Source: an optimization exercise on an open RTL-to-GDS flow (aim: small area). Production flows keep margins and buffers that such runs may drop.
The RTL was checked by simulation tests, not by an equivalence proof against the original design.
Power and IR drop assume default switching activity.

## v6
## Sdram_Control
module Sdram_Control (
		RESET_N, CLK,
		WR1_ADDR, WR1_MAX_ADDR, WR1_LENGTH, WR1_LOAD,
		WR1_FIFO_Q, WR1_FIFO_RUSEDW, WR1_FIFO_RDREQ,
		RD1_ADDR, RD1_MAX_ADDR, RD1_LENGTH, RD1_LOAD,
		RD1_FIFO_DATA, RD1_FIFO_WRREQ, RD1_FIFO_WUSEDW,
		SA, BA, CS_N, CKE, RAS_N, CAS_N, WE_N,
		DQ_IN, DQ_OUT, DQ_OE, DQM
);
parameter	INIT_PER	   =	24000;
parameter	REF_PER		=	1024;
parameter	SC_CL		  =	3;
parameter	SC_RCD		=	3;
parameter	SC_RRD		=	7;
parameter	SC_PM		  =	1;
parameter	SC_BL		  =	1;
parameter	SDR_BL		=	(SC_PM == 1) ? 3'b111	:
							        (SC_BL == 1) ? 3'b000	:
							        (SC_BL == 2) ? 3'b001 :
							        (SC_BL == 4) ? 3'b010 : 3'b011;
parameter	SDR_BT		=	1'b0;	 
parameter	SDR_CL		=	(SC_CL == 2) ? 3'b10 : 3'b11;
input                           RESET_N;
input                           CLK;
input   [23-1:0]            WR1_ADDR;
input   [23-1:0]            WR1_MAX_ADDR;
input          [10:0]           WR1_LENGTH;
input                           WR1_LOAD;
input   [16-1:0]            WR1_FIFO_Q;
input           [9:0]           WR1_FIFO_RUSEDW;
output                          WR1_FIFO_RDREQ;
input   [23-1:0]            RD1_ADDR;
input   [23-1:0]            RD1_MAX_ADDR;
input          [10:0]           RD1_LENGTH;
input                           RD1_LOAD;
output  [16-1:0]            RD1_FIFO_DATA;
output                          RD1_FIFO_WRREQ;
input           [9:0]           RD1_FIFO_WUSEDW;
output        [11:0]            SA;
output         [1:0]            BA;
output         [1:0]            CS_N;
output                          CKE;
output                          RAS_N;
output                          CAS_N;
output                          WE_N;
input   [16-1:0]            DQ_IN;
output  [16-1:0]            DQ_OUT;
output                          DQ_OE;
output [16/8-1:0]           DQM;
localparam [14:0] T_TOP  = INIT_PER + REF_PER + 201;    
localparam [14:0] T_REF  = REF_PER;
function automatic lt23(input [22:0] a, input [22:0] b);
	integer i; reg l;
	begin
		l = 1'b0;
		for (i = 0; i < 23; i = i + 1)
  ...
==> flow/config.mk <==
export PLATFORM = sky130hd
export DESIGN_NAME = Sdram_Control
export DESIGN_NICKNAME = Sdram_Control
export VERILOG_FILES = /design/flow/design.v
export SDC_FILE = /design/flow/constraint.sdc
export NUM_CORES = 8
export LEC_CHECK = 0
export CAP_MARGIN = 20
export CORE_MARGIN = 2
export CORE_UTILIZATION = 70
export SLEW_MARGIN = 20
==> flow/constraint.sdc <==
create_clock -name core_clock -period 10.0 [get_ports {CLK}]
set_input_delay 2.0000 -clock core_clock [delete_from_list [all_inputs] [get_ports {CLK}]]
set_output_delay 2.0000 -clock core_clock [all_outputs]
set_load 0.01 [all_outputs]
standard.sh (not shown) runs the stock make flow with config.mk's settings and CLKGATE_MAP_FILE= SYNTH_SCRIPT=/design/flow/synth_recipe.tcl, a recipe that flattens the netlist after the stock synthesis.
==> flow/flow/run.sh <==
#!/bin/bash
# Standard ORFS layout with these changes to how it is made:
#  - synthesis maps with an area-oriented ABC script (flow/abc_area.script) and
#    leaves adders to ABC instead of mapping them to adder cells first; the rest
#    of synthesis, and so every register, is the standard synthesis's;
#  - the port buffers use the smallest buffer cell;
#  - the clock tree clusters its sinks into fewer, larger clusters, without
#    dummy loads, and uses a small root buffer.
set -euo pipefail
rm -rf scripts_abc
cp -r "$FLOW_HOME/scripts" scripts_abc
cp flow/abc_area.script scripts_abc/abc_speed.script
bash standard.sh finish \
  "SCRIPTS_DIR=$PWD/scripts_abc" \
  'ADDER_MAP_FILE=' \
  'BUFFER_PORTS_ARGS=-buffer_cell sky130_fd_sc_hd__buf_1' \
  'CTS_ARGS=-sink_clustering_enable -repair_clock_nets -sink_clustering_size 28 -sink_clustering_max_diameter 160 -dont_use_dummy_load -root_buf sky130_fd_sc_hd__clkbuf_4 -tree_buf sky130_fd_sc_hd__clkbuf_8 -sink_clustering_buffer sky130_fd_sc_hd__clkbuf_16' \
  > standard_make.log 2>&1
==> flow/flow/abc_area.script <==
strash
&get -n
&st
&deepsyn -T 120 -t
&put
dch -f
amap -m -F 4 -A 8
v6 completed end to end with timing, DRC and antenna clean.
Input changes introduced in v7 (baseline for comparison: v6):
-- flow/design.v --
<<< v6, line 136
reg   [2:0] U;                
reg   [8:0] R;                
reg         out_valid, cmd_d, CMD_ACK;
reg         cont_r;
reg   [2:0] A_cb;             
>>> v7, line 136
reg   [2:0] U;                
reg   [8:0] R;                
reg         out_valid, rdone, cmd_d, CMD_ACK;
reg         cont_r;
reg   [2:0] A_cb;             
<<< v6, line 143
reg  [15:0] mDATAOUT;
wire cnt   = U[2] | U[1];
wire rdone;
wire st0   = (U == 3'd0);
wire st1   = (U == 3'd1);
>>> v7, line 143
reg  [15:0] mDATAOUT;
wire cnt   = U[2] | U[1];
wire st0   = (U == 3'd0);
wire st1   = (U == 3'd1);
<<< v6, line 152
wire Write = mWR & ~st0 & ~wdone;
wire Read  = mRD & ~st0;
assign rdone = st0 & mRD & (R == 9'h1FA);
wire start = st0 & (mWR | (mRD & ~rdone));
wire idle  = ~mWR & ~mRD & st0 & ~WR1_LOAD & ~RD1_LOAD;
>>> v7, line 151
wire Write = mWR & ~st0 & ~wdone;
wire Read  = mRD & ~st0;
wire start = st0 & (mWR | (mRD & ~rdone));
wire idle  = ~mWR & ~mRD & st0 & ~WR1_LOAD & ~RD1_LOAD;
<<< v6, line 211
	end else begin
		if (wdone)
			rWR1_ADDR <= cont_r ? nxt[22:0] : WR1_ADDR;
		if (rdone)
			rRD1_ADDR <= cont_r ? nxt[22:0] : RD1_ADDR;
	end
always @(posedge CLK)
	if (!RESET_N) begin
		mWR <= 1'b0; mRD <= 1'b0; U <= 3'd0;
		out_valid <= 1'b0;
		cmd_d <= 1'b0; CMD_ACK <= 1'b0; A_cb <= 3'd0; A_col <= 8'd0;
	end else begin
		cont_r <= cont;
		if (idle & wcond)
			mWR <= 1'b1;
>>> v7, line 209
	end else begin
		if (wdone)
			rWR1_ADDR <= cont ? nxt[22:0] : WR1_ADDR;
		if (rdone)
			rRD1_ADDR <= cont ? nxt[22:0] : RD1_ADDR;
	end
always @(posedge CLK)
	if (!RESET_N) begin
		mWR <= 1'b0; mRD <= 1'b0; U <= 3'd0;
		out_valid <= 1'b0; rdone <= 1'b0;
		cmd_d <= 1'b0; CMD_ACK <= 1'b0; A_cb <= 3'd0; A_col <= 8'd0;
	end else begin
		if (idle & wcond)
			mWR <= 1'b1;
<<< v6, line 239
			U <= inc3(U);
		out_valid <= Read & (U == 3'd7) & ~endc;
		cmd_d     <= st1;
		CMD_ACK   <= CM_ACK & ~CMD_ACK;
>>> v7, line 236
			U <= inc3(U);
		out_valid <= Read & (U == 3'd7) & ~endc;
		rdone     <= Read & endc;
		cmd_d     <= st1;
		CMD_ACK   <= CM_ACK & ~CMD_ACK;
Results
In summary, v7 completed successfully, with a layout that passed the timing, DRC and antenna checks. On worst max-slew margin expressed relative to the limit, v7 does better than v6. v7 against v6: global-route usage -1.3 points; worst hold slack after final layout picked up an extra 0.0046 ns; first-pass GRT wire length down 1200 um. In terms of clock-pin slew of the registers on the worst-case setup and hold paths, v6 and v7 differ only marginally. Diff v6 -> v7: worst setup slack went down, synthesized cell count went down, final instance area did not really move.

## amber
Sdram_Control, a different RTL version from the one above (not shown whole).
Size: roughly 860 cells after synthesis, ~200 flip-flops.
clock: 10.0 ns
lec_check: 0
cap_margin: 20
core_margin: 2
core_utilization: 70
slew_margin: 20
Scripts as last shown in full above: flow/flow/run.sh, flow/flow/abc_area.script
amber ended with every stage complete and zero timing, DRC or antenna violations.
The inputs of ember differ from those of amber as listed below.
diff --git a/flow/design.v b/flow/design.v
--- a/flow/design.v
+++ b/flow/design.v
@@ -130,29 +130,27 @@
 		lt10 = l;
 	end
 endfunction
 reg  [22:0] rWR1_ADDR, rRD1_ADDR, rWR1_MAX, rRD1_MAX;
 reg   [8:0] rWR1_LEN, rRD1_LEN;
 reg         mWR, mRD;         
 reg   [2:0] U;                
 reg   [8:0] R;                
 reg         out_valid, rdone, cmd_d, CMD_ACK;
-reg         cont_r;
 reg   [2:0] A_cb;             
 reg   [7:0] A_col;            
 wire [22:0] A = {A_cb, mWR ? rWR1_ADDR[19:8] : rRD1_ADDR[19:8], A_col};
 reg  [15:0] mDATAOUT;
 wire cnt   = U[2] | U[1];
 wire st0   = (U == 3'd0);
 wire st1   = (U == 3'd1);
 wire endc  = cnt & (R == 9'h1FB);    
 wire s_frc = cnt & (R == 9'h1FE);    
-wire rq0   = cnt & (R == 9'h000);    
 wire wdone = endc & mWR;
 wire Write = mWR & ~st0 & ~wdone;
 wire Read  = mRD & ~st0;
 wire start = st0 & (mWR | (mRD & ~rdone));
 wire idle  = ~mWR & ~mRD & st0 & ~WR1_LOAD & ~RD1_LOAD;
 wire wcond = ~lt10(WR1_FIFO_RUSEDW, {1'b0, rWR1_LEN}) && (rWR1_LEN != 9'd0);
 wire rcond = lt10(RD1_FIFO_WUSEDW, {1'b0, rRD1_LEN});
 wire  [8:0] len_s = mWR ? rWR1_LEN : rRD1_LEN;
 wire [22:0] max_s = mWR ? rWR1_MAX : rRD1_MAX;
@@ -189,42 +187,40 @@
 wire REF_ACK = ~c_ras & ~c_cas & c_we & REF_REQ;
 wire CM_ACK = J[3] & J[0] & ~REF_ACK;
 reg [1:0] rw_shift;
 wire command_done = (J != 4'd0);
 wire rp_done      = P[2] | (P[1] & P[0]);
 wire do_any = do_refresh | do_rwa | do_pl;
 wire do_reada  = do_rwa & mRD;
 wire do_writea = do_rwa & mWR;
 wire PM_STOP;
-wire c_act = rw_shift[1];      
 wire s_act = rw_shift[0];      
 assign PM_STOP = s_frc;
 always @(posedge CLK)
 	if (!RESET_N) begin
 		rWR1_ADDR <= WR1_ADDR;
 		rRD1_ADDR <= RD1_ADDR;
 		rWR1_MAX  <= WR1_MAX_ADDR;
 		rRD1_MAX  <= RD1_MAX_ADDR;
 		rWR1_LEN  <= WR1_LENGTH[8:0];
 		rRD1_LEN  <= RD1_LENGTH[8:0];
 	end else begin
 		if (wdone)
-			rWR1_ADDR <= cont_r ? nxt[22:0] : WR1_ADDR;
+			rWR1_ADDR <= cont ? nxt[22:0] : WR1_ADDR;
 		if (rdone)
-			rRD1_ADDR <= cont_r ? nxt[22:0] : RD1_ADDR;
+			rRD1_ADDR <= cont ? nxt[22:0] : RD1_ADDR;
 	end
 always @(posedge CLK)
 	if (!RESET_N) begin
 		mWR <= 1'b0; mRD <= 1'b0; U <= 3'd0;
 		out_valid <= 1'b0; rdone <= 1'b0;
 		cmd_d <= 1'b0; CMD_ACK <= 1'b0; A_cb <= 3'd0; A_col <= 8'd0;
 	end else begin
-		cont_r <= cont;
 		if (idle & wcond)
 			mWR <= 1'b1;
 		else if (idle & rcond)
 			mRD <= 1'b1;
 		if (rdone)
 			mRD <= 1'b0;
 		else if (wdone)
 			mWR <= 1'b0;
 		if (st0) begin
## What came out
The number of buffers and inverters on the critical path number comes out higher for amber vs ember.
ember vs. amber: total length of routed wires now smaller; cell area after layout comparable; logic gate share of total power now larger; final clock period utilization by the worst path now larger; fraction of layout cells with a size suffix above 1 now larger.
On register fraction of the total cell area: between ember and amber, it ends up lower for ember.
Between amber and ember, the flow reports synthesized cell count decreasing slightly.
ember vs amber: total length of routed met3 wires down in ember
Status: source-to-sink clock delay at the later pin of the worst-skew pair parity (ember, amber)

## afterwards: timing with drivers on the ports
The results above use ideal ports. As a check the final layouts listed here were re-extracted and re-timed, cells and wires unchanged.
Step 1 assumes that a clkbuf_16 drives the clock port and a buf_2 every other input.
Step 2 moves the port delays by t, midway between the first and last clock arrival at a register: inputs arrive t later, outputs are due t later. That takes back most of the time a late clock gives input paths.
a / b / c = ideal ports / drivers / drivers and shift; a / b = the first two.
| run | t, ns | slack for setup (ns) | worst setup path after step 2 | worst slew at a driven data input, ns | cell pins on the clock port's net |
|---|---|---|---|---|---|
| v6 | 0.646 | 3.566 / 3.566 / 3.566 | register to register | 0.07 | 1 |
| v7 | 0.633 | 1.959 / 1.959 / 1.959 | register to register | 0.07 | 1 |
| amber | 0.625 | 2.991 / 2.991 / 2.991 | register to register | 0.07 | 1 |
| ember | 0.635 | 1.937 / 1.937 / 1.937 | register to register | 0.07 | 1 |
After both steps setup and hold are still met in every run listed.
